Source: an optimization exercise on an open RTL-to-GDS flow (aim: small area). Production flows keep margins and buffers that such runs may drop.
Only simulation tests tie the RTL to the original design; equivalence was not proved.
No activity file was given, so power comes from the tool's default toggle rates.

===== design/flow/config.mk =====
export PLATFORM = sky130hd
export DESIGN_NAME = alu_top
export DESIGN_NICKNAME = alu_top
export VERILOG_FILES = /design/flow/design.v
export SDC_FILE = /design/flow/constraint.sdc
export NUM_CORES = 4
export LEC_CHECK = 0
export CAP_MARGIN = 5
export CORE_MARGIN = 2
export CORE_UTILIZATION = 65
export GPL_TIMING_DRIVEN = 0
export PLACE_DENSITY = 0.75
export SLEW_MARGIN = 5
export SYNTH_HIERARCHICAL = 1
export SYNTH_MINIMUM_KEEP_SIZE = 0

===== design/flow/constraint.sdc =====
create_clock -name core_clock -period 8.0 [get_ports {clk}]
set_input_delay 1.6000 -clock core_clock [delete_from_list [all_inputs] [get_ports {clk}]]
set_output_delay 1.6000 -clock core_clock [all_outputs]
set_load 0.01 [all_outputs]

===== design/flow/design.v =====
`timescale 1ns / 1ns
module alu_top(clk, a, b, s, result, zero);
input clk;
input [15:0] a, b;
input [3:0] s;
output reg [15:0] result;
output reg zero;
reg [15:0] a_q, b_q;
reg [3:0] s_q;
wire [15:0] alu_result;
wire alu_zero;
always @(posedge clk) begin
    a_q <= a;
    b_q <= b;
    s_q <= s;
    result <= alu_result;
    zero <= alu_zero;
end
alu u_alu(.a(a_q), .b(b_q), .s(s_q), .result(alu_result), .zero_detection(alu_zero));
endmodule

`timescale 1ns / 1ns
module three_to_one_mux(d0,d1,d2,s,y);
input [15:0] d0, d1, d2;
input [1:0] s;
output [15:0] y;
reg [15:0] y;
always@(d0 or d1 or d2 or s)
begin
case(s)
      2'b00  : y = d0;
      2'b01  : y = d1;
      2'b10  : y = d2;
      default : y = d0; 
endcase
end
endmodule
module rotate_right(n, value, result);
	input [15:0] n, value;
	output reg [15:0] result;
	reg [15:0] temp, temp2;
	always@(*)
	begin
		temp = 16'd0;
		temp2 = 16'd0;
		case(n[3:0])
			0:
				begin
				result = value;
				end
			1:
				begin
				temp = { {15 - 1 + 1{1'b0}}, value[1 - 1: 0] };
				temp2 = value >> 1;
				result = {temp[1 - 1: 0] , temp2[15 - 1: 0]};
				end
			2:
				begin
				temp = { {15 - 2 + 1{1'b0}}, value[2 - 1: 0] };
				temp2 = value >> 2;
				result = {temp[2 - 1: 0] , temp2[15 - 2: 0]};
				end
			3:
				begin
				temp = { {15 - 3 + 1{1'b0}}, value[3 - 1: 0] };
				temp2 = value >> 3;
				result = {temp[3 - 1: 0] , temp2[15 - 3: 0]};
				end
			4:
				begin
				temp = { {15 - 4 + 1{1'b0}}, value[4 - 1: 0] };
				temp2 = value >> 4;
				result = {temp[4 - 1: 0] , temp2[15 - 4: 0]};
				end
			5:
				begin
				temp = { {15 - 5 + 1{1'b0}}, value[5 - 1: 0] };
				temp2 = value >> 5;
				result = {temp[5 - 1: 0] , temp2[15 - 5: 0]};
				end
			6:
				begin
				temp = { {15 - 6 + 1{1'b0}}, value[6 - 1: 0] };
				temp2 = value >> 6;
				result = {temp[6 - 1: 0] , temp2[15 - 6: 0]};
				end
			7:
				begin
				temp = { {15 - 7 + 1{1'b0}}, value[7 - 1: 0] };
				temp2 = value >> 7;
				result = {temp[7 - 1: 0] , temp2[15 - 7: 0]};
				end
			8:
				begin
				temp = { {15 - 8 + 1{1'b0}}, value[8 - 1: 0] };
				temp2 = value >> 8;
				result = {temp[8 - 1: 0] , temp2[15 - 8: 0]};
				end
			9:
				begin
				temp = { {15 - 9 + 1{1'b0}}, value[9 - 1: 0] };
				temp2 = value >> 9;
				result = {temp[9 - 1: 0] , temp2[15 - 9: 0]};
				end
			10:
				begin
				temp = { {15 - 10 + 1{1'b0}}, value[10 - 1: 0] };
				temp2 = value >> 10;
				result = {temp[10 - 1: 0] , temp2[15 - 10: 0]};
				end
			11:
				begin
				temp = { {15 - 11 + 1{1'b0}}, value[11 - 1: 0] };
				temp2 = value >> 11;
				result = {temp[11 - 1: 0] , temp2[15 - 11: 0]};
				end
			12:
				begin
				temp = { {15 - 12 + 1{1'b0}}, value[12 - 1: 0] };
				temp2 = value >> 12;
				result = {temp[12 - 1: 0] , temp2[15 - 12: 0]};
				end
			13:
				begin
				temp = { {15 - 13 + 1{1'b0}}, value[13 - 1: 0] };
				temp2 = value >> 13;
				result = {temp[13 - 1: 0] , temp2[15 - 13: 0]};
				end
			14:
				begin
				temp = { {15 - 14 + 1{1'b0}}, value[14 - 1: 0] };
				temp2 = value >> 14;
				result = {temp[14 - 1: 0] , temp2[15 - 14: 0]};
				end
			15:
				begin
				temp = { {15 - 15 + 1{1'b0}}, value[15 - 1: 0] };
				temp2 = value >> 15;
				result = {temp[15 - 1: 0] , temp2[15 - 15: 0]};
				end
		endcase
	end
endmodule
module rotate_left(n, value, result);
	input [15:0] n, value;
	output reg [15:0] result;
	reg [15:0] temp, temp2;
	always@(*)
	begin
		temp = 16'd0;
		temp2 = 16'd0;
		case(n[3:0])
			0:
				begin
				result = value;
				end
			1:
				begin
				temp = { {15 - 1 + 1{1'b0}}, value[15:15 - 1 + 1] };
				temp2 = value << 1;
				result = {temp2[15:1] , temp[1 - 1:0]};
				end
			2:
				begin
				temp = { {15 - 2 + 1{1'b0}}, value[15:15 - 2 + 1] };
				temp2 = value << 2;
				result = {temp2[15:2] , temp[2 - 1:0]};
				end
			3:
				begin
				temp = { {15 - 3 + 1{1'b0}}, value[15:15 - 3 + 1] };
				temp2 = value << 3;
				result = {temp2[15:3] , temp[3 - 1:0]};
				end
			4:
				begin
				temp = { {15 - 4 + 1{1'b0}}, value[15:15 - 4 + 1] };
				temp2 = value << 4;
				result = {temp2[15:4] , temp[4 - 1:0]};
				end
			5:
				begin
				temp = { {15 - 5 + 1{1'b0}}, value[15:15 - 5 + 1] };
				temp2 = value << 5;
				result = {temp2[15:5] , temp[5 - 1:0]};
				end
			6:
				begin
				temp = { {15 - 6 + 1{1'b0}}, value[15:15 - 6 + 1] };
				temp2 = value << 6;
				result = {temp2[15:6] , temp[6 - 1:0]};
				end
			7:
				begin
				temp = { {15 - 7 + 1{1'b0}}, value[15:15 - 7 + 1] };
				temp2 = value << 7;
				result = {temp2[15:7] , temp[7 - 1:0]};
				end
			8:
				begin
				temp = { {15 - 8 + 1{1'b0}}, value[15:15 - 8 + 1] };
				temp2 = value << 8;
				result = {temp2[15:8] , temp[8 - 1:0]};
				end
			9:
				begin
				temp = { {15 - 9 + 1{1'b0}}, value[15:15 - 9 + 1] };
				temp2 = value << 9;
				result = {temp2[15:9] , temp[9 - 1:0]};
				end
			10:
				begin
				temp = { {15 - 10 + 1{1'b0}}, value[15:15 - 10 + 1] };
				temp2 = value << 10;
				result = {temp2[15:10] , temp[10 - 1:0]};
				end
			11:
				begin
				temp = { {15 - 11 + 1{1'b0}}, value[15:15 - 11 + 1] };
				temp2 = value << 11;
				result = {temp2[15:11] , temp[11 - 1:0]};
				end
			12:
				begin
				temp = { {15 - 12 + 1{1'b0}}, value[15:15 - 12 + 1] };
				temp2 = value << 12;
				result = {temp2[15:12] , temp[12 - 1:0]};
				end
			13:
				begin
				temp = { {15 - 13 + 1{1'b0}}, value[15:15 - 13 + 1] };
				temp2 = value << 13;
				result = {temp2[15:13] , temp[13 - 1:0]};
				end
			14:
				begin
				temp = { {15 - 14 + 1{1'b0}}, value[15:15 - 14 + 1] };
				temp2 = value << 14;
				result = {temp2[15:14] , temp[14 - 1:0]};
				end
			15:
				begin
				temp = { {15 - 15 + 1{1'b0}}, value[15:15 - 15 + 1] };
				temp2 = value << 15;
				result = {temp2[15:15] , temp[15 - 1:0]};
				end
		endcase
	end
endmodule
`timescale 1ns / 1ns
module alu(a, b, s, result, zero_detection);
  input [15:0] a, b;
  input [3:0] s;
  output [15:0] result;
  output zero_detection;
  wire c_shr   = s[3] & ~s[2] & s[1] & s[0];           
  wire c_andor = s[3] & s[2] & ~s[1];                  
  wire c_arith = s[3] & (s[2] ~^ s[1]);                
  wire c_cmp   = s[3] & ~s[2] & ~s[1];                 
  wire b_small = (b[15:4] == 12'd0);
  wire keep    = s[3] ? (s[2] | s[1] & b_small) : (s[2:0] == 3'b001);
  wire [15:0] a_rev = {a[0], a[1], a[2], a[3], a[4], a[5], a[6], a[7],
                       a[8], a[9], a[10], a[11], a[12], a[13], a[14], a[15]};
  wire rev;
  alu_and3b u_rev(.a(s[1]), .b(s[0]), .cn(s[2]), .y(rev));
  wire [15:0] xn;
  genvar gi, gj;
  generate
    for (gi = 0; gi < 16; gi = gi + 1) begin : g_x
      alu_mux2i u_x(.a(a[gi]), .b(a_rev[gi]), .s(rev), .y(xn[gi]));
    end
  endgenerate
  wire ysel_b = ~s[3];
  wire [3:0] dlo = {4{s[3] & ~s[2] & s[1]}} & (4'd1 << b[1:0]);
  wire [3:0] dhi = 4'd1 << b[3:2];
  wire y_one = s[3] & (s[2] ~^ s[1]);
  wire [15:0] yn;
  alu_aoi221 u_y0(.a1(ysel_b), .a2(b[0]), .b1(dlo[0]), .b2(dhi[0]), .c(y_one), .y(yn[0]));
  generate
    for (gi = 1; gi < 16; gi = gi + 1) begin : g_y
      alu_aoi22 u_y(.a1(ysel_b), .a2(b[gi]), .b1(dlo[gi%4]), .b2(dhi[gi/4]), .y(yn[gi]));
    end
  endgenerate
  wire inv = ~s[2] | (s[1] & ~s[0]);
  wire k_e = c_arith | (c_andor & ~s[0]);
  wire [15:0] en;
  generate
    for (gi = 0; gi < 16; gi = gi + 1) begin : g_e
      wire ea_n, eb_n;
      alu_nand2 u_ea(.a(a[gi]), .b(c_andor), .y(ea_n));
      alu_xnor u_eb(.a(b[gi]), .b(inv), .y(eb_n));
      alu_maj3 u_e(.a(ea_n), .b(eb_n), .c(~k_e), .y(en[gi]));
    end
  endgenerate
  wire [15:0] e = ~en;
  wire cin = c_arith & ~s[0];
  wire t15 = c_cmp & s[0];
  wire [255:0] pp;
  generate
    for (gi = 0; gi < 16; gi = gi + 1) begin : g_pp_i
      for (gj = 0; gj < 16 - gi; gj = gj + 1) begin : g_pp_j
        if (gj == 1) begin : g_e
          alu_oai21 u_pp(.a1(xn[gi]), .a2(yn[gj]), .b(en[gi+1]), .y(pp[gi*16+gj]));
        end else begin : g_p
          alu_nor2 u_pp(.a(xn[gi]), .b(yn[gj]), .y(pp[gi*16+gj]));
        end
      end
    end
  endgenerate
  wire fs0, fc1;
  alu_fa u_fs0(.a(cin), .b(e[0]), .c(pp[0]), .s(fs0), .co(fc1));
  wire fs2, fc3;
  alu_fa u_fs2(.a(pp[16]), .b(pp[1]), .c(fc1), .s(fs2), .co(fc3));
  wire hs4, hc5;
  alu_ha u_hs4(.a(pp[17]), .b(pp[2]), .s(hs4), .co(hc5));
  wire fs6, fc7;
  alu_fa u_fs6(.a(pp[32]), .b(hs4), .c(fc3), .s(fs6), .co(fc7));
  wire hs8, hc9;
  alu_ha u_hs8(.a(pp[18]), .b(pp[33]), .s(hs8), .co(hc9));
  wire fs10, fc11;
  alu_fa u_fs10(.a(pp[3]), .b(pp[48]), .c(hc5), .s(fs10), .co(fc11));
  wire fs12, fc13;
  alu_fa u_fs12(.a(hs8), .b(fs10), .c(fc7), .s(fs12), .co(fc13));
  wire hs14, hc15;
  alu_ha u_hs14(.a(pp[19]), .b(pp[34]), .s(hs14), .co(hc15));
  wire fs16, fc17;
  alu_fa u_fs16(.a(pp[49]), .b(pp[4]), .c(pp[64]), .s(fs16), .co(fc17));
  wire fs18, fc19;
  alu_fa u_fs18(.a(hc9), .b(hs14), .c(fs16), .s(fs18), .co(fc19));
  wire fs20, fc21;
  alu_fa u_fs20(.a(fc11), .b(fs18), .c(fc13), .s(fs20), .co(fc21));
  wire hs22, hc23;
  alu_ha u_hs22(.a(pp[20]), .b(pp[35]), .s(hs22), .co(hc23));
  wire fs24, fc25;
  alu_fa u_fs24(.a(pp[50]), .b(pp[5]), .c(pp[65]), .s(fs24), .co(fc25));
  wire fs26, fc27;
  alu_fa u_fs26(.a(pp[80]), .b(hc15), .c(hs22), .s(fs26), .co(fc27));
  wire fs28, fc29;
  alu_fa u_fs28(.a(fc17), .b(fs24), .c(fs26), .s(fs28), .co(fc29));
  wire fs30, fc31;
  alu_fa u_fs30(.a(fc19), .b(fs28), .c(fc21), .s(fs30), .co(fc31));
  wire hs32, hc33;
  alu_ha u_hs32(.a(pp[21]), .b(pp[36]), .s(hs32), .co(hc33));
  wire fs34, fc35;
  alu_fa u_fs34(.a(pp[51]), .b(pp[66]), .c(pp[6]), .s(fs34), .co(fc35));
  wire fs36, fc37;
  alu_fa u_fs36(.a(pp[81]), .b(pp[96]), .c(hc23), .s(fs36), .co(fc37));
  wire fs38, fc39;
  alu_fa u_fs38(.a(hs32), .b(fc25), .c(fs34), .s(fs38), .co(fc39));
  wire fs40, fc41;
  alu_fa u_fs40(.a(fs36), .b(fc27), .c(fs38), .s(fs40), .co(fc41));
  wire fs42, fc43;
  alu_fa u_fs42(.a(fc29), .b(fs40), .c(fc31), .s(fs42), .co(fc43));
  wire hs44, hc45;
  alu_ha u_hs44(.a(pp[112]), .b(pp[22]), .s(hs44), .co(hc45));
  wire fs46, fc47;
  alu_fa u_fs46(.a(pp[37]), .b(pp[52]), .c(pp[67]), .s(fs46), .co(fc47));
  wire fs48, fc49;
  alu_fa u_fs48(.a(pp[7]), .b(pp[82]), .c(pp[97]), .s(fs48), .co(fc49));
  wire fs50, fc51;
  alu_fa u_fs50(.a(hc33), .b(hs44), .c(fc35), .s(fs50), .co(fc51));
  wire fs52, fc53;
  alu_fa u_fs52(.a(fs46), .b(fs48), .c(fc37), .s(fs52), .co(fc53));
  wire fs54, fc55;
  alu_fa u_fs54(.a(fc39), .b(fs50), .c(fs52), .s(fs54), .co(fc55));
  wire fs56, fc57;
  alu_fa u_fs56(.a(fc41), .b(fs54), .c(fc43), .s(fs56), .co(fc57));
  wire hs58, hc59;
  alu_ha u_hs58(.a(pp[113]), .b(pp[128]), .s(hs58), .co(hc59));
  wire fs60, fc61;
  alu_fa u_fs60(.a(pp[23]), .b(pp[38]), .c(pp[53]), .s(fs60), .co(fc61));
  wire fs62, fc63;
  alu_fa u_fs62(.a(pp[68]), .b(pp[83]), .c(pp[8]), .s(fs62), .co(fc63));
  wire fs64, fc65;
  alu_fa u_fs64(.a(pp[98]), .b(hc45), .c(hs58), .s(fs64), .co(fc65));
  wire fs66, fc67;
  alu_fa u_fs66(.a(fc47), .b(fc49), .c(fs60), .s(fs66), .co(fc67));
  wire fs68, fc69;
  alu_fa u_fs68(.a(fs62), .b(fs64), .c(fc51), .s(fs68), .co(fc69));
  wire fs70, fc71;
  alu_fa u_fs70(.a(fs66), .b(fc53), .c(fs68), .s(fs70), .co(fc71));
  wire fs72, fc73;
  alu_fa u_fs72(.a(fc55), .b(fs70), .c(fc57), .s(fs72), .co(fc73));
  wire hs74, hc75;
  alu_ha u_hs74(.a(pp[114]), .b(pp[129]), .s(hs74), .co(hc75));
  wire fs76, fc77;
  alu_fa u_fs76(.a(pp[144]), .b(pp[24]), .c(pp[39]), .s(fs76), .co(fc77));
  wire fs78, fc79;
  alu_fa u_fs78(.a(pp[54]), .b(pp[69]), .c(pp[84]), .s(fs78), .co(fc79));
  wire fs80, fc81;
  alu_fa u_fs80(.a(pp[99]), .b(pp[9]), .c(hc59), .s(fs80), .co(fc81));
  wire fs82, fc83;
  alu_fa u_fs82(.a(hs74), .b(fc61), .c(fc63), .s(fs82), .co(fc83));
  wire fs84, fc85;
  alu_fa u_fs84(.a(fs76), .b(fs78), .c(fs80), .s(fs84), .co(fc85));
  wire fs86, fc87;
  alu_fa u_fs86(.a(fc65), .b(fc67), .c(fs82), .s(fs86), .co(fc87));
  wire fs88, fc89;
  alu_fa u_fs88(.a(fs84), .b(fc69), .c(fs86), .s(fs88), .co(fc89));
  wire fs90, fc91;
  alu_fa u_fs90(.a(fc71), .b(fs88), .c(fc73), .s(fs90), .co(fc91));
  wire fs92, fc93;
  alu_fa u_fs92(.a(pp[100]), .b(pp[10]), .c(pp[115]), .s(fs92), .co(fc93));
  wire fs94, fc95;
  alu_fa u_fs94(.a(pp[130]), .b(pp[145]), .c(pp[160]), .s(fs94), .co(fc95));
  wire fs96, fc97;
  alu_fa u_fs96(.a(pp[25]), .b(pp[40]), .c(pp[55]), .s(fs96), .co(fc97));
  wire fs98, fc99;
  alu_fa u_fs98(.a(pp[70]), .b(pp[85]), .c(hc75), .s(fs98), .co(fc99));
  wire fs100, fc101;
  alu_fa u_fs100(.a(fc77), .b(fc79), .c(fs92), .s(fs100), .co(fc101));
  wire fs102, fc103;
  alu_fa u_fs102(.a(fs94), .b(fs96), .c(fc81), .s(fs102), .co(fc103));
  wire fs104, fc105;
  alu_fa u_fs104(.a(fs98), .b(fc83), .c(fs100), .s(fs104), .co(fc105));
  wire fs106, fc107;
  alu_fa u_fs106(.a(fc85), .b(fs102), .c(fc87), .s(fs106), .co(fc107));
  wire fs108, fc109;
  alu_fa u_fs108(.a(fs104), .b(fc89), .c(fs106), .s(fs108), .co(fc109));
  wire fs110, fc111;
  alu_fa u_fs110(.a(pp[101]), .b(pp[116]), .c(pp[11]), .s(fs110), .co(fc111));
  wire fs112, fc113;
  alu_fa u_fs112(.a(pp[131]), .b(pp[146]), .c(pp[161]), .s(fs112), .co(fc113));
  wire fs114, fc115;
  alu_fa u_fs114(.a(pp[176]), .b(pp[26]), .c(pp[41]), .s(fs114), .co(fc115));
  wire fs116, fc117;
  alu_fa u_fs116(.a(pp[56]), .b(pp[71]), .c(pp[86]), .s(fs116), .co(fc117));
  wire fs118, fc119;
  alu_fa u_fs118(.a(fc93), .b(fc95), .c(fc97), .s(fs118), .co(fc119));
  wire fs120, fc121;
  alu_fa u_fs120(.a(fs110), .b(fs112), .c(fs114), .s(fs120), .co(fc121));
  wire fs122, fc123;
  alu_fa u_fs122(.a(fs116), .b(fc99), .c(fc101), .s(fs122), .co(fc123));
  wire fs124, fc125;
  alu_fa u_fs124(.a(fs118), .b(fc103), .c(fs120), .s(fs124), .co(fc125));
  wire fs126, fc127;
  alu_fa u_fs126(.a(fc105), .b(fs122), .c(fs124), .s(fs126), .co(fc127));
  wire fs128, fc129;
  alu_fa u_fs128(.a(fc107), .b(fs126), .c(fc109), .s(fs128), .co(fc129));
  wire fs130, fc131;
  alu_fa u_fs130(.a(pp[102]), .b(pp[117]), .c(pp[12]), .s(fs130), .co(fc131));
  wire fs132, fc133;
  alu_fa u_fs132(.a(pp[132]), .b(pp[147]), .c(pp[162]), .s(fs132), .co(fc133));
  wire fs134, fc135;
  alu_fa u_fs134(.a(pp[177]), .b(pp[192]), .c(pp[27]), .s(fs134), .co(fc135));
  wire fs136, fc137;
  alu_fa u_fs136(.a(pp[42]), .b(pp[57]), .c(pp[72]), .s(fs136), .co(fc137));
  wire fs138, fc139;
  alu_fa u_fs138(.a(pp[87]), .b(fc111), .c(fc113), .s(fs138), .co(fc139));
  wire fs140, fc141;
  alu_fa u_fs140(.a(fc115), .b(fc117), .c(fs130), .s(fs140), .co(fc141));
  wire fs142, fc143;
  alu_fa u_fs142(.a(fs132), .b(fs134), .c(fs136), .s(fs142), .co(fc143));
  wire fs144, fc145;
  alu_fa u_fs144(.a(fc119), .b(fc121), .c(fs138), .s(fs144), .co(fc145));
  wire fs146, fc147;
  alu_fa u_fs146(.a(fs140), .b(fs142), .c(fc123), .s(fs146), .co(fc147));
  wire fs148, fc149;
  alu_fa u_fs148(.a(fc125), .b(fs144), .c(fs146), .s(fs148), .co(fc149));
  wire fs150, fc151;
  alu_fa u_fs150(.a(fc127), .b(fs148), .c(fc129), .s(fs150), .co(fc151));
  wire fs152, fc153;
  alu_fa u_fs152(.a(pp[103]), .b(pp[118]), .c(pp[133]), .s(fs152), .co(fc153));
  wire fs154, fc155;
  alu_fa u_fs154(.a(pp[13]), .b(pp[148]), .c(pp[163]), .s(fs154), .co(fc155));
  wire fs156, fc157;
  alu_fa u_fs156(.a(pp[178]), .b(pp[193]), .c(pp[208]), .s(fs156), .co(fc157));
  wire fs158, fc159;
  alu_fa u_fs158(.a(pp[28]), .b(pp[43]), .c(pp[58]), .s(fs158), .co(fc159));
  wire fs160, fc161;
  alu_fa u_fs160(.a(pp[73]), .b(pp[88]), .c(fc131), .s(fs160), .co(fc161));
  wire fs162, fc163;
  alu_fa u_fs162(.a(fc133), .b(fc135), .c(fc137), .s(fs162), .co(fc163));
  wire fs164, fc165;
  alu_fa u_fs164(.a(fs152), .b(fs154), .c(fs156), .s(fs164), .co(fc165));
  wire fs166, fc167;
  alu_fa u_fs166(.a(fs158), .b(fc139), .c(fc141), .s(fs166), .co(fc167));
  wire fs168, fc169;
  alu_fa u_fs168(.a(fs160), .b(fc143), .c(fs162), .s(fs168), .co(fc169));
  wire fs170, fc171;
  alu_fa u_fs170(.a(fs164), .b(fc145), .c(fs166), .s(fs170), .co(fc171));
  wire fs172, fc173;
  alu_fa u_fs172(.a(fs168), .b(fc147), .c(fs170), .s(fs172), .co(fc173));
  wire fs174, fc175;
  alu_fa u_fs174(.a(fc149), .b(fs172), .c(fc151), .s(fs174), .co(fc175));
  wire fs176, fc177;
  alu_fa u_fs176(.a(pp[104]), .b(pp[119]), .c(pp[134]), .s(fs176), .co(fc177));
  wire fs178, fc179;
  alu_fa u_fs178(.a(pp[149]), .b(pp[14]), .c(pp[164]), .s(fs178), .co(fc179));
  wire fs180, fc181;
  alu_fa u_fs180(.a(pp[179]), .b(pp[194]), .c(pp[209]), .s(fs180), .co(fc181));
  wire fs182, fc183;
  alu_fa u_fs182(.a(pp[224]), .b(pp[29]), .c(pp[44]), .s(fs182), .co(fc183));
  wire fs184, fc185;
  alu_fa u_fs184(.a(pp[59]), .b(pp[74]), .c(pp[89]), .s(fs184), .co(fc185));
  wire fs186, fc187;
  alu_fa u_fs186(.a(fc153), .b(fc155), .c(fc157), .s(fs186), .co(fc187));
  wire fs188, fc189;
  alu_fa u_fs188(.a(fc159), .b(fs176), .c(fs178), .s(fs188), .co(fc189));
  wire fs190, fc191;
  alu_fa u_fs190(.a(fs180), .b(fs182), .c(fs184), .s(fs190), .co(fc191));
  wire fs192, fc193;
  alu_fa u_fs192(.a(fc161), .b(fc163), .c(fc165), .s(fs192), .co(fc193));
  wire fs194, fc195;
  alu_fa u_fs194(.a(fs186), .b(fs188), .c(fs190), .s(fs194), .co(fc195));
  wire fs196, fc197;
  alu_fa u_fs196(.a(fc167), .b(fc169), .c(fs192), .s(fs196), .co(fc197));
  wire fs198, fc199;
  alu_fa u_fs198(.a(fs194), .b(fc171), .c(fs196), .s(fs198), .co(fc199));
  wire fs200, fc201;
  alu_fa u_fs200(.a(fc173), .b(fs198), .c(fc175), .s(fs200), .co(fc201));
  wire xs202;
  alu_xor u_xs202(.a(t15), .b(pp[105]), .y(xs202));
  wire xs203;
  alu_xor u_xs203(.a(pp[120]), .b(pp[135]), .y(xs203));
  wire xs204;
  alu_xor u_xs204(.a(pp[150]), .b(pp[15]), .y(xs204));
  wire xs205;
  alu_xor u_xs205(.a(pp[165]), .b(pp[180]), .y(xs205));
  wire xs206;
  alu_xor u_xs206(.a(pp[195]), .b(pp[210]), .y(xs206));
  wire xs207;
  alu_xor u_xs207(.a(pp[225]), .b(pp[240]), .y(xs207));
  wire xs208;
  alu_xor u_xs208(.a(pp[30]), .b(pp[45]), .y(xs208));
  wire xs209;
  alu_xor u_xs209(.a(pp[60]), .b(pp[75]), .y(xs209));
  wire xs210;
  alu_xor u_xs210(.a(pp[90]), .b(xs202), .y(xs210));
  wire xs211;
  alu_xor u_xs211(.a(xs203), .b(xs204), .y(xs211));
  wire xs212;
  alu_xor u_xs212(.a(xs205), .b(xs206), .y(xs212));
  wire xs213;
  alu_xor u_xs213(.a(xs207), .b(xs208), .y(xs213));
  wire xs214;
  alu_xor u_xs214(.a(xs209), .b(xs210), .y(xs214));
  wire xs215;
  alu_xor u_xs215(.a(xs211), .b(xs212), .y(xs215));
  wire xs216;
  alu_xor u_xs216(.a(xs213), .b(fc177), .y(xs216));
  wire xs217;
  alu_xor u_xs217(.a(fc179), .b(fc181), .y(xs217));
  wire xs218;
  alu_xor u_xs218(.a(fc183), .b(fc185), .y(xs218));
  wire xs219;
  alu_xor u_xs219(.a(xs214), .b(xs215), .y(xs219));
  wire xs220;
  alu_xor u_xs220(.a(xs216), .b(xs217), .y(xs220));
  wire xs221;
  alu_xor u_xs221(.a(xs218), .b(xs219), .y(xs221));
  wire xs222;
  alu_xor u_xs222(.a(xs220), .b(fc187), .y(xs222));
  wire xs223;
  alu_xor u_xs223(.a(fc189), .b(fc191), .y(xs223));
  wire xs224;
  alu_xor u_xs224(.a(xs221), .b(xs222), .y(xs224));
  wire xs225;
  alu_xor u_xs225(.a(xs223), .b(xs224), .y(xs225));
  wire xs226;
  alu_xor u_xs226(.a(fc193), .b(fc195), .y(xs226));
  wire xs227;
  alu_xor u_xs227(.a(xs225), .b(xs226), .y(xs227));
  wire xs228;
  alu_xor u_xs228(.a(fc197), .b(xs227), .y(xs228));
  wire xs229;
  alu_xor u_xs229(.a(xs228), .b(fc199), .y(xs229));
  wire xs230;
  alu_xor u_xs230(.a(xs229), .b(fc201), .y(xs230));
  wire ix231;
  alu_xor u_ix231(.a(fs108), .b(fc91), .y(ix231));
  wire in232, ix233;
  alu_nand2 u_in232(.a(fs108), .b(fc91), .y(in232));
  alu_xnor u_ix233(.a(fs128), .b(in232), .y(ix233));
  wire ia234;
  alu_and2 u_ia234(.a(fs108), .b(fs128), .y(ia234));
  wire in235, ix236;
  alu_nand2 u_in235(.a(ia234), .b(fc91), .y(in235));
  alu_xnor u_ix236(.a(fs150), .b(in235), .y(ix236));
  wire ia237;
  alu_and2 u_ia237(.a(ia234), .b(fs150), .y(ia237));
  wire in238, ix239;
  alu_nand2 u_in238(.a(ia237), .b(fc91), .y(in238));
  alu_xnor u_ix239(.a(fs174), .b(in238), .y(ix239));
  wire ia240;
  alu_and2 u_ia240(.a(ia237), .b(fs174), .y(ia240));
  wire in241, ix242;
  alu_nand2 u_in241(.a(ia240), .b(fc91), .y(in241));
  alu_xnor u_ix242(.a(fs200), .b(in241), .y(ix242));
  wire ia243;
  alu_and2 u_ia243(.a(ia240), .b(fs200), .y(ia243));
  wire in244, ix245;
  alu_nand2 u_in244(.a(ia243), .b(fc91), .y(in244));
  alu_xnor u_ix245(.a(xs230), .b(in244), .y(ix245));
  wire ina246;
  alu_nand2 u_ina246(.a(ia243), .b(xs230), .y(ina246));
  wire [15:0] p = {ix245, ix242, ix239, ix236, ix233, ix231, fs90, fs72, fs56, fs42, fs30, fs20, fs12, fs6, fs2, fs0};
  wire blk_or = fs108 | fs128 | fs150 | fs174 | fs200 | xs230;
  wire blk_nand = ina246;
  wire late = fc91;
  wire top_ne = a[15] ^ b[15];
  wire cmp_top = a[15] ^ ~s[0];
  wire keep_p = keep & ~c_cmp;
  wire sel_p = keep_p & ~c_shr;
  wire sel_r = keep_p & c_shr;
  wire sel_c = c_cmp & ~top_ne;                        
  wire one_c = c_cmp & top_ne & cmp_top;               
  alu_ao221 u_r0(.a1(p[0]), .a2(sel_p), .b1(p[15]), .b2(sel_r | sel_c), .c(one_c), .y(result[0]));
  generate
    for (gi = 1; gi < 16; gi = gi + 1) begin : g_r
      alu_ao22 u_r(.a1(p[gi]), .a2(sel_p), .b1(p[15-gi]), .b2(sel_r), .y(result[gi]));
    end
  endgenerate
  wire hi_or;
  alu_mux2 u_hi(.a(blk_or), .b(blk_nand), .s(late), .y(hi_or));
  wire hi_or9;
  alu_or2 u_hi9(.a(hi_or), .b(p[9]), .y(hi_or9));
  wire lo_or = keep_p & (p[8:0] != 9'd0) | one_c;
  alu_aoi221 u_z(.a1(keep_p), .a2(hi_or9), .b1(sel_c), .b2(p[15]), .c(lo_or), .y(zero_detection));
endmodule
module alu_fa(a, b, c, s, co);
  input a, b, c;
  output s, co;
  assign s = a ^ b ^ c;
  assign co = (a & b) | (a & c) | (b & c);
endmodule
module alu_ha(a, b, s, co);
  input a, b;
  output s, co;
  assign s = a ^ b;
  assign co = a & b;
endmodule
module alu_xor(a, b, y);
  input a, b;
  output y;
  assign y = a ^ b;
endmodule
module alu_xnor(a, b, y);
  input a, b;
  output y;
  assign y = ~(a ^ b);
endmodule
module alu_nand2(a, b, y);
  input a, b;
  output y;
  assign y = ~(a & b);
endmodule
module alu_and2(a, b, y);
  input a, b;
  output y;
  assign y = a & b;
endmodule
module alu_nor2(a, b, y);
  input a, b;
  output y;
  assign y = ~(a | b);
endmodule
module alu_oai21(a1, a2, b, y);
  input a1, a2, b;
  output y;
  assign y = ~((a1 | a2) & b);
endmodule
module alu_aoi22(a1, a2, b1, b2, y);
  input a1, a2, b1, b2;
  output y;
  assign y = ~((a1 & a2) | (b1 & b2));
endmodule
module alu_maj3(a, b, c, y);
  input a, b, c;
  output y;
  assign y = (a & b) | (a & c) | (b & c);
endmodule
module alu_or2(a, b, y);
  input a, b;
  output y;
  assign y = a | b;
endmodule
module alu_mux2(a, b, s, y);
  input a, b, s;
  output y;
  assign y = s ? b : a;
endmodule
module alu_mux2i(a, b, s, y);
  input a, b, s;
  output y;
  assign y = ~(s ? b : a);
endmodule
module alu_and3b(a, b, cn, y);
  input a, b, cn;
  output y;
  assign y = a & b & ~cn;
endmodule
module alu_ao22(a1, a2, b1, b2, y);
  input a1, a2, b1, b2;
  output y;
  assign y = (a1 & a2) | (b1 & b2);
endmodule
module alu_ao221(a1, a2, b1, b2, c, y);
  input a1, a2, b1, b2, c;
  output y;
  assign y = (a1 & a2) | (b1 & b2) | c;
endmodule
module alu_aoi221(a1, a2, b1, b2, c, y);
  input a1, a2, b1, b2, c;
  output y;
  assign y = ~((a1 & a2) | (b1 & b2) | c);
endmodule

===== design/flow/flow/run.sh =====
#!/bin/bash
# The standard layout (standard.sh: the standard synthesis, then ORFS to
# finish) with three ORFS options: the smallest buffer, sky130_fd_sc_hd__buf_1,
# on every port; the buffers Yosys/ABC put in removed before placement (ORFS
# re-buffers where slew, capacitance or timing need it); ABC sizing its gates
# for a light load (ABC_LOAD_IN_FF=1), so they start small; and ORFS's power
# recovery (downsizing gates off the critical paths) after global routing.
# Clock tree synthesis runs with ORFS's default arguments plus
# -dont_use_dummy_load, so it adds no load cells that drive nothing.
set -euo pipefail
bash standard.sh "BUFFER_PORTS_ARGS=-buffer_cell sky130_fd_sc_hd__buf_1" REMOVE_ABC_BUFFERS=1 RECOVER_POWER=100 ABC_LOAD_IN_FF=1 "CTS_ARGS=-sink_clustering_enable -repair_clock_nets -dont_use_dummy_load" finish > orfs_make.log 2>&1

===== design/flow/standard.sh =====
#!/bin/bash
# synth_recipe.tcl (not shown) runs the flow's synth.tcl, then flattens the netlist and writes it again
# the make line also repeats each setting of config.mk as NAME=value (left out here)
make -C /OpenROAD-flow-scripts/flow DESIGN_CONFIG=/design/flow/config.mk WORK_HOME=/design/flow/orfs CLKGATE_MAP_FILE= SYNTH_SCRIPT=/design/flow/synth_recipe.tcl "${@:-finish}"

==> impl_table.tex, run 1 <==
\begin{tabular}{lr}
\hline
Metric & Value \\
\hline
\multicolumn{2}{l}{\textbf{GRT}} \\
\quad Vias in the first global route & 4229 \\
\quad Initial antenna violation count & 0 \\
\quad Overflow left after global routing & 0 \\
\quad Maximum number of pins on one net before global-route repair & 19 \\
\quad Overall fraction of global-route tracks in use & 0.3196 \\
\quad First-pass GRT wire length & 20720 um \\
\multicolumn{2}{l}{\textbf{Worst setup path}} \\
\quad Destination of the worst register-to-register timing path & zero\$\_DFF\_P\_ \\
\quad Critical path peak fanout & 15 \\
\quad Worst R2R Setup Slack & 0.30 ns \\
\quad Category of the most critical setup path & flip-flop to flip-flop \\
\quad Data arrival at the endpoint of the critical path & 7.91 ns \\
\quad Endpoint kind of the worst setup timing path & flip-flop \\
\quad Crit path launch type & flip-flop \\
\quad Source of the critical timing path & s\_q[2]\$\_DFF\_P\_ \\
\quad Critical path destination & zero\$\_DFF\_P\_ \\
\quad Crit path required time & 8.22 ns \\
\quad R2R Path Start & s\_q[2]\$\_DFF\_P\_ \\
\quad Length in cells of the worst reg-to-reg path & 21 \\
\multicolumn{2}{l}{\textbf{Die}} \\
\quad Row count & 32 \\
\quad Horizontal die dimension & 91.94 um \\
\quad Starting Density & 0.6607 \\
\quad Io pins & 54 \\
\quad CORE AREA & 7607 um2 \\
\quad Die height & 91.94 um \\
\quad Die footprint & 8452 um2 \\
\multicolumn{2}{l}{\textbf{Route}} \\
\quad Antenna-violating nets left & 0 \\
\quad DRT Wirelength & 12640 um \\
\quad Detailed Route Iter0 Violations & 351 \\
\quad Vias after detailed routing & 3965 \\
\quad 1st-pass router iterations & 5 \\
\quad DRC errors left & 0 \\
\quad Wire length per cell after detailed routing & 19.45 um \\
\quad Vias per inst & 6.100 \\
\multicolumn{2}{l}{\textbf{Timing}} \\
\quad Actual transition at the worst max-transition pin & 1.354 ns \\
\quad Setup-failing EPs final & 0 \\
\quad Setup\_tns & 0 ns \\
\quad Shortest period the worst path allows & 7.695 ns \\
\quad Fin. max-slew vios & 0 \\
\quad Remaining max-slew budget at the tightest pin & 0.09726 \\
\quad Hold\_ws & 0.7947 ns \\
\quad Worst clock skew & 0.01114 ns \\
\quad Unrepaired setup endpoints after global routing & false \\
\quad Final worst-path cycle share & 0.9619 \\
\quad Final Hold Violating Endpoints & 0 \\
\quad Worst Slack Setup Final & 0.3046 ns \\
\quad Fmax achieved & 129.9 MHz \\
\multicolumn{2}{l}{\textbf{CTS}} \\
\quad Inserted Clock Buffers & 5 \\
\quad Sink Count & 53 \\
\quad Clk buf depth & 2 \\
\quad Count of H-tree levels built during CTS & 2 \\
\quad Number of hold-repair buffers added at the cts stage & 0 \\
\quad Post-CTS Setup Bufs & 0 \\
\quad Clk pin slew, worst setup/hold paths & 0.10 ns \\
\quad Root Driver & sky130\_fd\_sc\_hd\_\_clkbuf\_8 \\
\quad Clock tree from TritonCTS & done \\
\quad Clock latency reported for the late side of the worst-skew pair & 0.31 ns \\
\multicolumn{2}{l}{\textbf{Yosys}} \\
\quad Count of cell types in the netlist & 33 \\
\quad Post-synthesis sequential area ratio & 0.2111 \\
\quad Synth Flop Type & sky130\_fd\_sc\_hd\_\_dfxtp\_1 \\
\quad Area share of the largest cell type after synthesis & 0.3704 \\
\quad Share of synthesized flip-flops with an asynchronous set or reset & 0 \\
\quad Top area cells in the synthesized netlist & sky130\_fd\_sc\_hd\_\_fa\_1 37\%, sky130\_fd\_sc\_hd\_\_dfxtp\_1 21\%, sky130\_fd\_sc\_hd\_\_nor2\_1 9.6\% \\
\quad Top cells by instance count after synthesis & 129 x sky130\_fd\_sc\_hd\_\_nor2\_1, 93 x sky130\_fd\_sc\_hd\_\_fa\_1, 53 x sky130\_fd\_sc\_hd\_\_dfxtp\_1 \\
\quad Most common cell in the netlist & sky130\_fd\_sc\_hd\_\_nor2\_1 \\
\quad Synth Instances & 484 \\
\quad Cell Area, Synth & 5026 um2 \\
\quad Number of synthesized flops with an enable pin & 0 \\
\quad Number of warnings printed during yosys synthesis & 7 \\
\quad Mean area per synthesized cell & 10.38 um2 \\
\quad Flip-flop and latch count after synthesis & 53 \\
\quad Cell accounting for the most synthesized area & sky130\_fd\_sc\_hd\_\_fa\_1 \\
\multicolumn{2}{l}{\textbf{Run}} \\
\quad Total of max-cap violations & 0 \\
\multicolumn{2}{l}{\textbf{Finish}} \\
\quad Area growth from synthesis to layout & 9.833\% \\
\quad Share of post-route cells with drive strength above 1 & 0.07299 \\
\quad Final core occ & 0.7257 \\
\quad Antenna cells & 0 \\
\quad Net count, final & 688 \\
\multicolumn{2}{l}{\textbf{Run status}} \\
\quad Outcome & timing/DRC/antenna clean \\
\multicolumn{2}{l}{\textbf{Place}} \\
\quad Post-placement setup slack & -0.01216 ns \\
\quad Global placement routability congestion & 0.9133 \\
\quad I/O Buffers & 53 \\
\quad Post-detailed-placement half-perimeter wirelength & 9901 um \\
\multicolumn{2}{l}{\textbf{Power and ir drop}} \\
\quad Power density of the placed cells & 268.0 nW/um2 \\
\quad Total power & 1.479 mW \\
\quad Worst vdd rail ir drop & 0.3396 mV \\
\quad Static leakage power & 2.369 nW \\
\multicolumn{2}{l}{\textbf{Min path}} \\
\quad Classification of the worst-slack hold path & flip-flop to flip-flop \\
\hline
\end{tabular}
[registers in the layout, summed over array words and instances, names as in the netlist]
register and count:
result 16, b_q 16, zero 1, s_q 4, a_q 16
[worst max-delay path, stage by stage, from the launching register on]
cell                       delay, ns
sky130_fd_sc_hd__dfxtp_1        0.49
sky130_fd_sc_hd__nand2b_1       0.30
sky130_fd_sc_hd__nor2_1         0.16
sky130_fd_sc_hd__nand2_1        0.10
sky130_fd_sc_hd__nor2_1         0.09
sky130_fd_sc_hd__a22oi_1        1.03
sky130_fd_sc_hd__o21ai_1        0.26
sky130_fd_sc_hd__fa_1           0.46
sky130_fd_sc_hd__fa_1           0.43
sky130_fd_sc_hd__fa_1           0.49
sky130_fd_sc_hd__fa_1           0.40
sky130_fd_sc_hd__fa_1           0.41
sky130_fd_sc_hd__fa_1           0.39
sky130_fd_sc_hd__fa_1           0.41
sky130_fd_sc_hd__fa_1           0.40
sky130_fd_sc_hd__fa_1           0.38
sky130_fd_sc_hd__xor2_1         0.24
sky130_fd_sc_hd__nor4_1         0.21
sky130_fd_sc_hd__nand2_1        0.08
sky130_fd_sc_hd__mux2_1         0.29
sky130_fd_sc_hd__or2_0          0.28
sky130_fd_sc_hd__a221oi_1       0.29
[stage by stage]
stage | instances | instance area, um2
floorplan | 483 | 5015
global placement | 638 | 5341
detailed placement | 644 | 5430
CTS | 649 | 5503
global route | 650 | 5520
finish | 650 | 5520
[metal layers]
metal	vias up	global-route usage	wire length, um	part of all wire
met4	0	0.1281	471	0.037
met2	248	0.5527	6320	0.50
met1	1925	0.4010	4754	0.38
met3	43	0.05505	1094	0.087
met5	-	0	0	0
li1	1749	-	-	-
[Yosys stat by module (local to each module, per instance), a selection]
module | flip-flops and latches | copies in the design | cells inside
alu_top | 53 | 1 | 53
alu_fa | 0 | 93 | 1
alu_ha | 0 | 8 | 1
alu_mux2 | 0 | 1 | 1
alu_maj3 | 0 | 16 | 1
alu_ao221 | 0 | 1 | 1
alu_mux2i | 0 | 16 | 1
alu_xnor | 0 | 21 | 1
alu_xor | 0 | 30 | 1
alu_and3b | 0 | 1 | 1
alu_or2 | 0 | 1 | 1
alu_and2 | 0 | 4 | 1
alu_oai21 | 0 | 15 | 1
alu_nand2 | 0 | 22 | 1
alu_nor2 | 0 | 121 | 1
[power by group]
group          internal [mW]  switching (mW)
clock                 0.0569          0.0858
combinational          0.414           0.603
sequential             0.301          0.0178
total                  0.773           0.707
[layout make-up]
class	instances	area (um2)
Multi-Input combinational cell	427	3981
Clock buffer	5	68.82
Sequential cell	53	1061
Inverter	3	11.26
Tap cell	102	127.6
Timing Repair Buffer	60	270.3
Fill cell	582	2087
[placed cells by master, fill, tap and decap left out, types with 2 or more instances in the layout]
cell | netlist | routed
sky130_fd_sc_hd__a22o_1 | 15 | 15
sky130_fd_sc_hd__a22oi_1 | 15 | 14
sky130_fd_sc_hd__and2_0 | 5 | 5
sky130_fd_sc_hd__and3_1 | 2 | 2
sky130_fd_sc_hd__buf_1 | 0 | 53
sky130_fd_sc_hd__buf_4 | 0 | 2
sky130_fd_sc_hd__buf_6 | 1 | 5
sky130_fd_sc_hd__clkbuf_8 | 0 | 5
sky130_fd_sc_hd__dfxtp_1 | 53 | 53
sky130_fd_sc_hd__fa_1 | 93 | 93
sky130_fd_sc_hd__ha_1 | 8 | 8
sky130_fd_sc_hd__inv_1 | 3 | 3
sky130_fd_sc_hd__maj3_2 | 16 | 16
sky130_fd_sc_hd__mux2i_1 | 17 | 11
sky130_fd_sc_hd__mux2i_2 | 0 | 6
sky130_fd_sc_hd__nand2_1 | 28 | 28
sky130_fd_sc_hd__nand2b_1 | 2 | 2
sky130_fd_sc_hd__nand3_1 | 2 | 2
sky130_fd_sc_hd__nor2_1 | 129 | 129
sky130_fd_sc_hd__nor2b_1 | 4 | 4
sky130_fd_sc_hd__nor3_1 | 3 | 3
sky130_fd_sc_hd__nor4_1 | 7 | 7
sky130_fd_sc_hd__o21ai_0 | 2 | 2
sky130_fd_sc_hd__o21ai_1 | 15 | 14
sky130_fd_sc_hd__xnor2_1 | 21 | 21
sky130_fd_sc_hd__xor2_1 | 31 | 31
[kinds of logic after synthesis]
group                      share of synthesized area
xor gates and xnor gates                     0.09062
muxes                                        0.03610
adders and majority gates                     0.4262
AOI/OAI and AO/OA                            0.07842
buffers and inverters                       0.004481
DFF                                           0.2111
and+or+nand+nor                               0.1531
[repair_timing]
action | 4_1_cts | 5_1_grt
gates cloned | 0 | 0
gates resized for setup | 1 | 3
endpoints found under the setup margin | 1 | 3
[worst min path at each step]
stage                              to  cells after the start            from
floorplan                zero$_DFF_P_                      3  s_q[3]$_DFF_P_
global placement         zero$_DFF_P_                      3  s_q[3]$_DFF_P_
detailed placement       zero$_DFF_P_                      3  s_q[3]$_DFF_P_
CTS                      zero$_DFF_P_                      3  s_q[3]$_DFF_P_
global route        result[0]$_DFF_P_                      2  s_q[0]$_DFF_P_
finish                   zero$_DFF_P_                      3  s_q[3]$_DFF_P_
==> run 2, diff against run 1 <==
--- a/design/flow/config.mk
+++ b/design/flow/config.mk
@@ -10,3 +10,3 @@
 export CORE_UTILIZATION = 65
-export GPL_TIMING_DRIVEN = 0
+export GPL_TIMING_DRIVEN = 1
 export PLACE_DENSITY = 0.75
==> run 2 against run 1 <==
Area after synthesis unchanged. Power down 1.9%. Synthesized cell count unchanged. Setup slack better by 0.48 ns. Critical path type unchanged. Critical endpoint unchanged. Largest power group unchanged.
==> impl_table.tex, run 2 <==
\begin{tabular}{lr}
\hline
Metric & Value \\
\hline
\multicolumn{2}{l}{\textbf{Route}} \\
\quad DRC errors left & 0 \\
\quad Antenna-violating nets left & 0 \\
\quad Wire length per cell after detailed routing & 19.80 um \\
\quad Detailed Route Iter0 Violations & 425 \\
\quad Vias per inst & 6.105 \\
\quad 1st-pass router iterations & 6 \\
\quad Vias after detailed routing & 4060 \\
\quad DRT Wirelength & 13170 um \\
\multicolumn{2}{l}{\textbf{Power and ir drop}} \\
\quad Power density of the placed cells & 260.3 nW/um2 \\
\quad Total power & 1.451 mW \\
\quad Static leakage power & 2.421 nW \\
\quad Worst vdd rail ir drop & 0.1980 mV \\
\multicolumn{2}{l}{\textbf{Yosys}} \\
\quad Cell Area, Synth & 5026 um2 \\
\quad Synth Flop Type & sky130\_fd\_sc\_hd\_\_dfxtp\_1 \\
\quad Area share of the largest cell type after synthesis & 0.3704 \\
\quad Count of cell types in the netlist & 33 \\
\quad Synth Instances & 484 \\
\quad Post-synthesis sequential area ratio & 0.2111 \\
\quad Top cells by instance count after synthesis & 129 x sky130\_fd\_sc\_hd\_\_nor2\_1, 93 x sky130\_fd\_sc\_hd\_\_fa\_1, 53 x sky130\_fd\_sc\_hd\_\_dfxtp\_1 \\
\quad Number of synthesized flops with an enable pin & 0 \\
\quad Most common cell in the netlist & sky130\_fd\_sc\_hd\_\_nor2\_1 \\
\quad Mean area per synthesized cell & 10.38 um2 \\
\quad Flip-flop and latch count after synthesis & 53 \\
\quad Number of warnings printed during yosys synthesis & 7 \\
\quad Cell accounting for the most synthesized area & sky130\_fd\_sc\_hd\_\_fa\_1 \\
\quad Top area cells in the synthesized netlist & sky130\_fd\_sc\_hd\_\_fa\_1 37\%, sky130\_fd\_sc\_hd\_\_dfxtp\_1 21\%, sky130\_fd\_sc\_hd\_\_nor2\_1 9.6\% \\
\quad Share of synthesized flip-flops with an asynchronous set or reset & 0 \\
\multicolumn{2}{l}{\textbf{Die}} \\
\quad Die height & 91.94 um \\
\quad Die footprint & 8452 um2 \\
\quad CORE AREA & 7607 um2 \\
\quad Row count & 32 \\
\quad Io pins & 54 \\
\quad Starting Density & 0.6607 \\
\quad Horizontal die dimension & 91.94 um \\
\multicolumn{2}{l}{\textbf{Finish}} \\
\quad Most frequent standard cell in the layout excluding fill and tap cells & sky130\_fd\_sc\_hd\_\_nor2\_1 \\
\quad Antenna cells & 0 \\
\quad Final core occ & 0.7329 \\
\quad Net count, final & 703 \\
\quad Final Instance Count excl. Fillers & 665 \\
\quad Area growth from synthesis to layout & 10.93\% \\
\quad Share of post-route cells with drive strength above 1 & 0.07993 \\
\quad Largest regs & a\_q (16), b\_q (16), result (16) \\
\quad Most frequent cells in the layout & 129 x sky130\_fd\_sc\_hd\_\_nor2\_1, 93 x sky130\_fd\_sc\_hd\_\_fa\_1, 53 x sky130\_fd\_sc\_hd\_\_dfxtp\_1, 53 x sky130\_fd\_sc\_hd\_\_buf\_1, 31 x sky130\_fd\_sc\_hd\_\_xor2\_1 \\
\quad Post-route cell area & 5575 um2 \\
\quad Layout fillers & 583 \\
\multicolumn{2}{l}{\textbf{Place}} \\
\quad I/O Buffers & 53 \\
\quad Placed insts & 660 \\
\quad Post-placement setup slack & 1.109 ns \\
\quad Post-detailed-placement half-perimeter wirelength & 10380 um \\
\quad Global placement routability congestion & 0.9106 \\
\quad Post-placement cell area & 5510 um2 \\
\multicolumn{2}{l}{\textbf{Run status}} \\
\quad Outcome & timing/DRC/antenna clean \\
\multicolumn{2}{l}{\textbf{GRT}} \\
\quad Vias in the first global route & 4380 \\
\quad Overflow left after global routing & 0 \\
\quad Maximum number of pins on one net before global-route repair & 19 \\
\quad First-pass GRT wire length & 21690 um \\
\quad Overall fraction of global-route tracks in use & 0.3354 \\
\quad Initial antenna violation count & 0 \\
\multicolumn{2}{l}{\textbf{Timing}} \\
\quad Final worst-path cycle share & 0.9018 \\
\quad Unrepaired setup endpoints after global routing & false \\
\quad Setup-failing EPs final & 0 \\
\quad Fmax achieved & 138.6 MHz \\
\quad Remaining max-slew budget at the tightest pin & 0.4123 \\
\quad Final Hold Violating Endpoints & 0 \\
\quad Shortest period the worst path allows & 7.215 ns \\
\quad Actual transition at the worst max-transition pin & 0.8736 ns \\
\quad Hold\_ws & 0.8156 ns \\
\quad Worst Slack Setup Final & 0.7855 ns \\
\quad Fin. max-slew vios & 0 \\
\quad Setup\_tns & 0 ns \\
\quad Worst clock skew & 0.03381 ns \\
\multicolumn{2}{l}{\textbf{Min path}} \\
\quad Classification of the worst-slack hold path & flip-flop to flip-flop \\
\multicolumn{2}{l}{\textbf{CTS}} \\
\quad Clock tree from TritonCTS & done \\
\quad Post-CTS Setup Bufs & 0 \\
\quad Inserted Clock Buffers & 5 \\
\quad Post-cts repair resize count & 0 \\
\quad Root Driver & sky130\_fd\_sc\_hd\_\_clkbuf\_8 \\
\quad Count of H-tree levels built during CTS & 2 \\
\quad Clock latency reported for the late side of the worst-skew pair & 0.32 ns \\
\quad Clk buf depth & 2 \\
\quad Number of hold-repair buffers added at the cts stage & 0 \\
\quad Clk pin slew, worst setup/hold paths & 0.08 ns \\
\quad Sink Count & 53 \\
\multicolumn{2}{l}{\textbf{Worst setup path}} \\
\quad Data arrival at the endpoint of the critical path & 7.42 ns \\
\quad Category of the most critical setup path & flip-flop to flip-flop \\
\quad Endpoint kind of the worst setup timing path & flip-flop \\
\quad Crit path required time & 8.20 ns \\
\quad Critical path peak fanout & 16 \\
\quad Crit path launch type & flip-flop \\
\multicolumn{2}{l}{\textbf{Run}} \\
\quad Total of max-cap violations & 0 \\
\hline
\end{tabular}
run 2: final timing paths:
check / start / end / slack, ns / depth (start not counted)
max: s_q[0]$_DFF_P_ / zero$_DFF_P_ / 0.79 / 20
min: s_q[3]$_DFF_P_ / zero$_DFF_P_ / 0.82 / 3
max reg2reg: s_q[0]$_DFF_P_ / zero$_DFF_P_ / 0.79 / 20
min reg2reg: s_q[3]$_DFF_P_ / zero$_DFF_P_ / 0.82 / 3
run 2: cells by family after synthesis:
kind of cell | after synthesis | share of synthesized area
DFF | 53 | 0.2111
buffers and inverters | 4 | 0.004481
xor gates and xnor gates | 52 | 0.09062
AOI/OAI and AO/OA | 54 | 0.07842
and+or+nand+nor | 186 | 0.1531
muxes | 18 | 0.03610
adders and majority gates | 117 | 0.4262
run 2: where the power goes:
group | total (mW) | switching (mW) | internal [mW]
clock | 0.140 | 0.0836 | 0.0568
sequential | 0.321 | 0.0196 | 0.301
combinational | 0.990 | 0.575 | 0.415
run 2: final cells by class:
cell class	count	area (um2)	share of cell area
Sequential cell	53	1061	0.1903
Inverter	3	11.26	0.002020
Tap cell	102	127.6	0.02289
Clock buffer	5	68.82	0.01234
Timing Repair Buffer	75	361.6	0.06486
Multi-Input combinational cell	427	3945	0.7076
run 2: per-module statistics from Yosys (local to each module, per instance), excerpt:
module / cells / cell area, um2 / flip-flops and latches / copies in the design
alu_or2: 1 / 6.256 / 0 / 1
alu_top: 53 / 1061 / 53 / 1
alu_mux2i: 1 / 10.01 / 0 / 16
alu: 49 / 281.5 / 0 / 1
alu_nand2: 1 / 3.754 / 0 / 22
alu_mux2: 1 / 11.26 / 0 / 1
alu_and2: 1 / 6.256 / 0 / 4
alu_aoi221: 1 / 8.758 / 0 / 2
alu_nor2: 1 / 3.754 / 0 / 121
alu_oai21: 1 / 5.005 / 0 / 15
alu_ha: 1 / 12.51 / 0 / 8
alu_ao22: 1 / 8.758 / 0 / 15
run 2: per-layer routing:
| metal | wire [um] | share of wire | global-route usage |
|---|---|---|---|
| met1 | 4930 | 0.37 | 0.4214 |
| met4 | 727 | 0.055 | 0.1517 |
| met5 | 0 | 0 | 0 |
| met2 | 6410 | 0.49 | 0.5705 |
| met3 | 1099 | 0.083 | 0.05752 |
run 2: critical path, cell delays in order (launching register included):
cell                       delay, ns
sky130_fd_sc_hd__dfxtp_1        0.49
sky130_fd_sc_hd__and3b_1        0.21
sky130_fd_sc_hd__clkbuf_2       0.46
sky130_fd_sc_hd__mux2i_1        0.56
sky130_fd_sc_hd__buf_4          0.29
sky130_fd_sc_hd__nor2_1         0.09
sky130_fd_sc_hd__fa_1           0.45
sky130_fd_sc_hd__fa_1           0.52
sky130_fd_sc_hd__fa_1           0.43
sky130_fd_sc_hd__fa_1           0.40
sky130_fd_sc_hd__fa_1           0.42
sky130_fd_sc_hd__fa_1           0.40
sky130_fd_sc_hd__fa_1           0.39
sky130_fd_sc_hd__fa_1           0.39
sky130_fd_sc_hd__fa_1           0.39
sky130_fd_sc_hd__xor2_1         0.21
sky130_fd_sc_hd__nor4_1         0.22
sky130_fd_sc_hd__nand2_1        0.09
sky130_fd_sc_hd__mux2_1         0.27
sky130_fd_sc_hd__or2_0          0.19
sky130_fd_sc_hd__a221oi_1       0.25
==> run 3, diff against run 2 <==
==> design/flow/flow/run.sh (replaced) <==
#!/bin/bash
# The standard layout (standard.sh: the standard synthesis, then ORFS to
# finish) with these ORFS options: the smallest buffer, sky130_fd_sc_hd__buf_1,
# on every port; the buffers Yosys/ABC put in removed before placement (ORFS
# re-buffers where slew, capacitance or timing need it); ABC sizing its gates
# for a light load (ABC_LOAD_IN_FF=1); ORFS's power recovery (downsizing gates
# off the critical paths) after global routing; and clock tree synthesis with
# ORFS's default arguments plus -dont_use_dummy_load.
# Between synthesis and floorplan, flow/downsize.tcl puts every gate at its
# smallest drive strength; ORFS's repair steps size up what needs it.
set -euo pipefail
ARGS=("BUFFER_PORTS_ARGS=-buffer_cell sky130_fd_sc_hd__buf_1" REMOVE_ABC_BUFFERS=1 RECOVER_POWER=100 ABC_LOAD_IN_FF=1 "CTS_ARGS=-sink_clustering_enable -repair_clock_nets -dont_use_dummy_load")
bash standard.sh "${ARGS[@]}" synth > orfs_make_synth.log 2>&1
R=orfs/results/$FLOW_PLATFORM/alu_top/base
LIB_FILE=$FLOW_HOME/platforms/$FLOW_PLATFORM/lib/sky130_fd_sc_hd__tt_025C_1v80.lib SYNTH_ODB=$R/1_synth.odb \
  openroad -no_init -exit flow/downsize.tcl > downsize.log 2>&1
bash standard.sh "${ARGS[@]}" finish > orfs_make.log 2>&1
==> design/flow/flow/downsize.tcl (new file) <==
# Puts every gate of the synthesized netlist at its smallest drive strength
# (the same cell type, so the same function and footprint), leaving it to the
# ORFS repair steps that follow to size up or buffer where slew, capacitance
# or timing need it. Registers keep their type (only their drive may change).
read_liberty $::env(LIB_FILE)
read_db $::env(SYNTH_ODB)
set db [ord::get_db]
set block [ord::get_db_block]
set n 0
foreach inst [$block getInsts] {
  set m [[$inst getMaster] getName]
  if {![regexp {^(sky130_fd_sc_hd__[a-z0-9]+)_([0-9]+)$} $m -> base size]} { continue }
  set best $m
  set best_area [expr {[[$inst getMaster] getWidth] * [[$inst getMaster] getHeight]}]
  foreach s {0 1 2} {
    set cand ${base}_$s
    if {$cand eq $m} { continue }
    set cm [$db findMaster $cand]
    if {$cm eq "NULL"} { continue }
    set a [expr {[$cm getWidth] * [$cm getHeight]}]
    if {$a < $best_area} { set best $cand; set best_area $a }
  }
  if {$best ne $m} {
    replace_cell [$inst getName] $best
    incr n
  }
}
puts "downsize: replaced $n cells"
write_db $::env(SYNTH_ODB)
--- a/design/flow/config.mk
+++ b/design/flow/config.mk
@@ -10,3 +10,3 @@
 export CORE_UTILIZATION = 65
-export GPL_TIMING_DRIVEN = 1
+export GPL_TIMING_DRIVEN = 0
 export PLACE_DENSITY = 0.75
==> run 3 against run 2 <==
Hold slack improved by 0.062 ns. Flip-flop and latch count did not move. Critical path depth unchanged. Die area decreased by 0.64%. Fmax shrank 4.6%. Largest power group unchanged. Clock power is essentially flat. Core utilization is 1.6 points higher. Highest routed layer unchanged. Sequential share of layout area is 0.30 points higher. Cell area is 1.5% lower. Clock skew decreased by 0.0054 ns.
==> impl_table.tex, run 3 <==
\begin{tabular}{lr}
\hline
Metric & Value \\
\hline
\multicolumn{2}{l}{\textbf{Die}} \\
\quad Io pins & 54 \\
\quad Starting Density & 0.6810 \\
\quad Horizontal die dimension & 91.64 um \\
\quad Row count & 31 \\
\quad CORE AREA & 7331 um2 \\
\quad Die footprint & 8398 um2 \\
\quad Die height & 91.64 um \\
\multicolumn{2}{l}{\textbf{Power and ir drop}} \\
\quad Worst vdd rail ir drop & 0.1548 mV \\
\quad Power density of the placed cells & 263.4 nW/um2 \\
\quad Combinational share of power & 0.682 \\
\quad Proportion of total power due to net switching & 0.4621 \\
\quad Static leakage power & 2.354 nW \\
\quad Clk network pwr share & 0.097 \\
\quad P\_int & 0.7776 mW \\
\quad Total power & 1.446 mW \\
\quad Fraction of power consumed by sequential logic & 0.221 \\
\quad Switching power of the nets & 0.6679 mW \\
\multicolumn{2}{l}{\textbf{Worst setup path}} \\
\quad Category of the most critical setup path & flip-flop to flip-flop \\
\quad Series of cell instances along the critical path & nand2b\_1 > nor2\_1 > nand2\_1 > nor2\_1 > a22oi\_1 > nor2\_1 > fa\_1 > fa\_1 > fa\_1 > fa\_1 > fa\_1 > fa\_1 > fa\_1 > fa\_1 > fa\_1 > xor2\_1 > nand2\_1 > mux2\_1 > or2\_0 > a221oi\_1 \\
\quad Highest-delay cell along the critical path & sky130\_fd\_sc\_hd\_\_a22oi\_1 \\
\quad Data arrival at the endpoint of the critical path & 7.76 ns \\
\quad Crit path launch type & flip-flop \\
\quad Endpoint kind of the worst setup timing path & flip-flop \\
\quad Crit path required time & 8.20 ns \\
\quad Longest individual stage delay on the worst path & 1.04 ns \\
\quad Cell mode on critical path & sky130\_fd\_sc\_hd\_\_fa\_1 \\
\quad Worst R2R Setup Slack & 0.43 ns \\
\quad Critical path peak fanout & 11 \\
\multicolumn{2}{l}{\textbf{CTS}} \\
\quad Post-CTS Setup Bufs & 0 \\
\quad Clk buf depth & 2 \\
\quad Root Driver & sky130\_fd\_sc\_hd\_\_clkbuf\_8 \\
\quad Count of H-tree levels built during CTS & 2 \\
\quad Sink Count & 53 \\
\quad Clock tree from TritonCTS & done \\
\quad Inserted Clock Buffers & 5 \\
\quad Clk pin slew, worst setup/hold paths & 0.11 ns \\
\quad Clock latency reported for the late side of the worst-skew pair & 0.31 ns \\
\quad Number of hold-repair buffers added at the cts stage & 0 \\
\multicolumn{2}{l}{\textbf{Timing}} \\
\quad Shortest period the worst path allows & 7.566 ns \\
\quad Final worst-path cycle share & 0.9457 \\
\quad Setup-failing EPs final & 0 \\
\quad Unrepaired setup endpoints after global routing & false \\
\quad Hold\_ws & 0.8775 ns \\
\quad Worst clock skew & 0.02838 ns \\
\quad Actual transition at the worst max-transition pin & 1.424 ns \\
\quad Final Hold Violating Endpoints & 0 \\
\quad Fmax achieved & 132.2 MHz \\
\quad Remaining max-slew budget at the tightest pin & 0.05050 \\
\quad Fin. max-slew vios & 0 \\
\multicolumn{2}{l}{\textbf{Route}} \\
\quad Top sig layer & met4 \\
\quad Routed wire length on met2 & 5949 um \\
\quad Vias after detailed routing & 3944 \\
\quad Antenna-violating nets left & 0 \\
\quad 1st-pass router iterations & 7 \\
\quad Detailed Route Iter0 Violations & 350 \\
\quad Length of routed wiring on met1 & 5032 um \\
\quad Met3 WL & 1295 um \\
\quad DRC errors left & 0 \\
\quad DRT Wirelength & 12540 um \\
\quad Vias per inst & 6.096 \\
\quad Wire length per cell after detailed routing & 19.38 um \\
\multicolumn{2}{l}{\textbf{Yosys}} \\
\quad Post-synthesis sequential area ratio & 0.2111 \\
\quad Synth Flop Type & sky130\_fd\_sc\_hd\_\_dfxtp\_1 \\
\quad Flip-flop and latch count after synthesis & 53 \\
\quad Number of warnings printed during yosys synthesis & 7 \\
\quad Share of synthesized flip-flops with an asynchronous set or reset & 0 \\
\quad Top area cells in the synthesized netlist & sky130\_fd\_sc\_hd\_\_fa\_1 37\%, sky130\_fd\_sc\_hd\_\_dfxtp\_1 21\%, sky130\_fd\_sc\_hd\_\_nor2\_1 9.6\% \\
\quad Mean area per synthesized cell & 10.31 um2 \\
\quad Cell Area, Synth & 4992 um2 \\
\quad Yosys-reported design area after synthesis & 5026 um2 \\
\quad Cell accounting for the most synthesized area & sky130\_fd\_sc\_hd\_\_fa\_1 \\
\quad Synth Instances & 484 \\
\quad Area share of the largest cell type after synthesis & 0.3704 \\
\quad Top cells by instance count after synthesis & 129 x sky130\_fd\_sc\_hd\_\_nor2\_1, 93 x sky130\_fd\_sc\_hd\_\_fa\_1, 53 x sky130\_fd\_sc\_hd\_\_dfxtp\_1 \\
\quad Count of cell types in the netlist & 33 \\
\quad Most common cell in the netlist & sky130\_fd\_sc\_hd\_\_nor2\_1 \\
\quad Number of synthesized flops with an enable pin & 0 \\
\multicolumn{2}{l}{\textbf{GRT}} \\
\quad Initial antenna violation count & 0 \\
\quad Overflow left after global routing & 0 \\
\quad First-pass GRT wire length & 20290 um \\
\quad Overall fraction of global-route tracks in use & 0.3130 \\
\quad Maximum number of pins on one net before global-route repair & 20 \\
\quad Vias in the first global route & 3966 \\
\multicolumn{2}{l}{\textbf{Min path}} \\
\quad Classification of the worst-slack hold path & flip-flop to flip-flop \\
\multicolumn{2}{l}{\textbf{Finish}} \\
\quad Area growth from synthesis to layout & 9.950\% \\
\quad Layout fillers & 517 \\
\quad Combined area of the multi-input logic cells & 3950 um2 \\
\quad Net count, final & 688 \\
\quad Antenna cells & 0 \\
\quad Share of post-route cells with drive strength above 1 & 0.03832 \\
\quad Final Instance Count excl. Fillers & 647 \\
\quad Most frequent standard cell in the layout excluding fill and tap cells & sky130\_fd\_sc\_hd\_\_nor2\_1 \\
\quad Reg area & 1061 um2 \\
\quad Most frequent cells in the layout & 129 x sky130\_fd\_sc\_hd\_\_nor2\_1, 93 x sky130\_fd\_sc\_hd\_\_fa\_1, 53 x sky130\_fd\_sc\_hd\_\_dfxtp\_1, 53 x sky130\_fd\_sc\_hd\_\_buf\_1, 31 x sky130\_fd\_sc\_hd\_\_xor2\_1 \\
\quad Largest regs & a\_q (16), b\_q (16), result (16) \\
\multicolumn{2}{l}{\textbf{Run status}} \\
\quad Outcome & timing/DRC/antenna clean \\
\multicolumn{2}{l}{\textbf{Place}} \\
\quad Post-detailed-placement half-perimeter wirelength & 9582 um \\
\quad Global placement routability congestion & 0.8651 \\
\quad I/O Buffers & 53 \\
\quad Placed insts & 640 \\
\multicolumn{2}{l}{\textbf{Run}} \\
\quad Total of max-cap violations & 0 \\
\hline
\end{tabular}
==> run 3: cell counts after synthesis <==
No cell type changed its count.
==> run 3: metrics by stage <==
step	utilization	cell area (um2)	setup slack, ns	setup TNS [ns]
after floorplan	-	4989	0.4550	0
after global placement	0.7245	5311	-0.4555	-0.7594
after detailed placement	0.7361	5396	0.1238	0
after CTS	0.7455	5465	0.06565	0
after global routing	0.7488	5489	0.1048	0
final	0.7488	5489	0.4343	0
==> run 3: layout make-up <==
type                       instances  area share
multi-input combinational        427      0.7196
sequential                        53      0.1933
timing repair buffer              60     0.04992
tap                               99     0.02257
clock buffer                       5     0.01254
inverter                           3    0.002052
==> run 3: power by group through the flow <==
| stage | logic (mW) | registers (mW) | clock network, mW |
|---|---|---|---|
| floorplan | 0.698 | 0.335 | 0 |
| global placement | 0.957 | 0.324 | 0 |
| detailed placement | 0.978 | 0.325 | 0 |
| CTS | 0.986 | 0.319 | 0.146 |
| global route | 1.08 | 0.323 | 0.153 |
| finish | 0.985 | 0.320 | 0.141 |
==> run 3: critical path, delay by kind of cell (launching register included) <==
family / cells / cell delay [ns]
compound gates: 2 / 1.29
xor+xnor: 1 / 0.42
fa+ha+maj: 9 / 3.82
flops: 1 / 0.49
mux: 1 / 0.31
simple gates: 7 / 1.11
==> run 3: final timing paths <==
kind                  start                 to  cells after the start
max          s_q[2]$_DFF_P_       zero$_DFF_P_                     20
min          s_q[0]$_DFF_P_  result[0]$_DFF_P_                      2
max reg2reg  s_q[2]$_DFF_P_       zero$_DFF_P_                     20
min reg2reg  s_q[0]$_DFF_P_  result[0]$_DFF_P_                      2
==> run 3: what timing repair did <==
item                                    CTS  global route
hold endpoints to repair                  0             0
gates resized for setup                   0             3
endpoints found under the setup margin    0             2
==> run 3: layer usage <==
| layer | GRT usage | vias to the layer above |
|---|---|---|
| met5 | 0 | - |
| met4 | 0.07323 | 0 |
| met3 | 0.05834 | 31 |
| met2 | 0.5055 | 266 |
| met1 | 0.4439 | 1904 |
| li1 | - | 1743 |
==> run 3: logic make-up after synthesis <==
logic type / Yosys count / share of synthesized area
AND/OR/NAND/NOR: 186 / 0.1531
adder cells (fa/ha/maj): 117 / 0.4262
AO/OA/AOI/OAI: 54 / 0.07842
flip-flops: 53 / 0.2111
XOR/XNOR: 52 / 0.09062
multiplexers: 18 / 0.03610
buffers and inverters: 4 / 0.004481
==> run 3: per-module statistics from Yosys (local to each module, per instance), a selection <==
module,cells inside,flip-flops and latches,cell area (um2)
alu_and3b,1,0,8.758
alu_aoi221,1,0,8.758
alu_and2,1,0,6.256
alu_aoi22,1,0,7.507
alu,49,0,281.5
alu_xor,1,0,8.758
alu_fa,1,0,20.02
alu_top,53,53,1061
alu_xnor,1,0,8.758

Setup slack of run 3, layout unchanged: 0.434 ns with ideal ports, 0.434 ns with driving cells assumed (clock clkbuf_16, inputs buf_2), 0.434 ns with port delays also shifted by the 0.325 ns mid clock arrival.
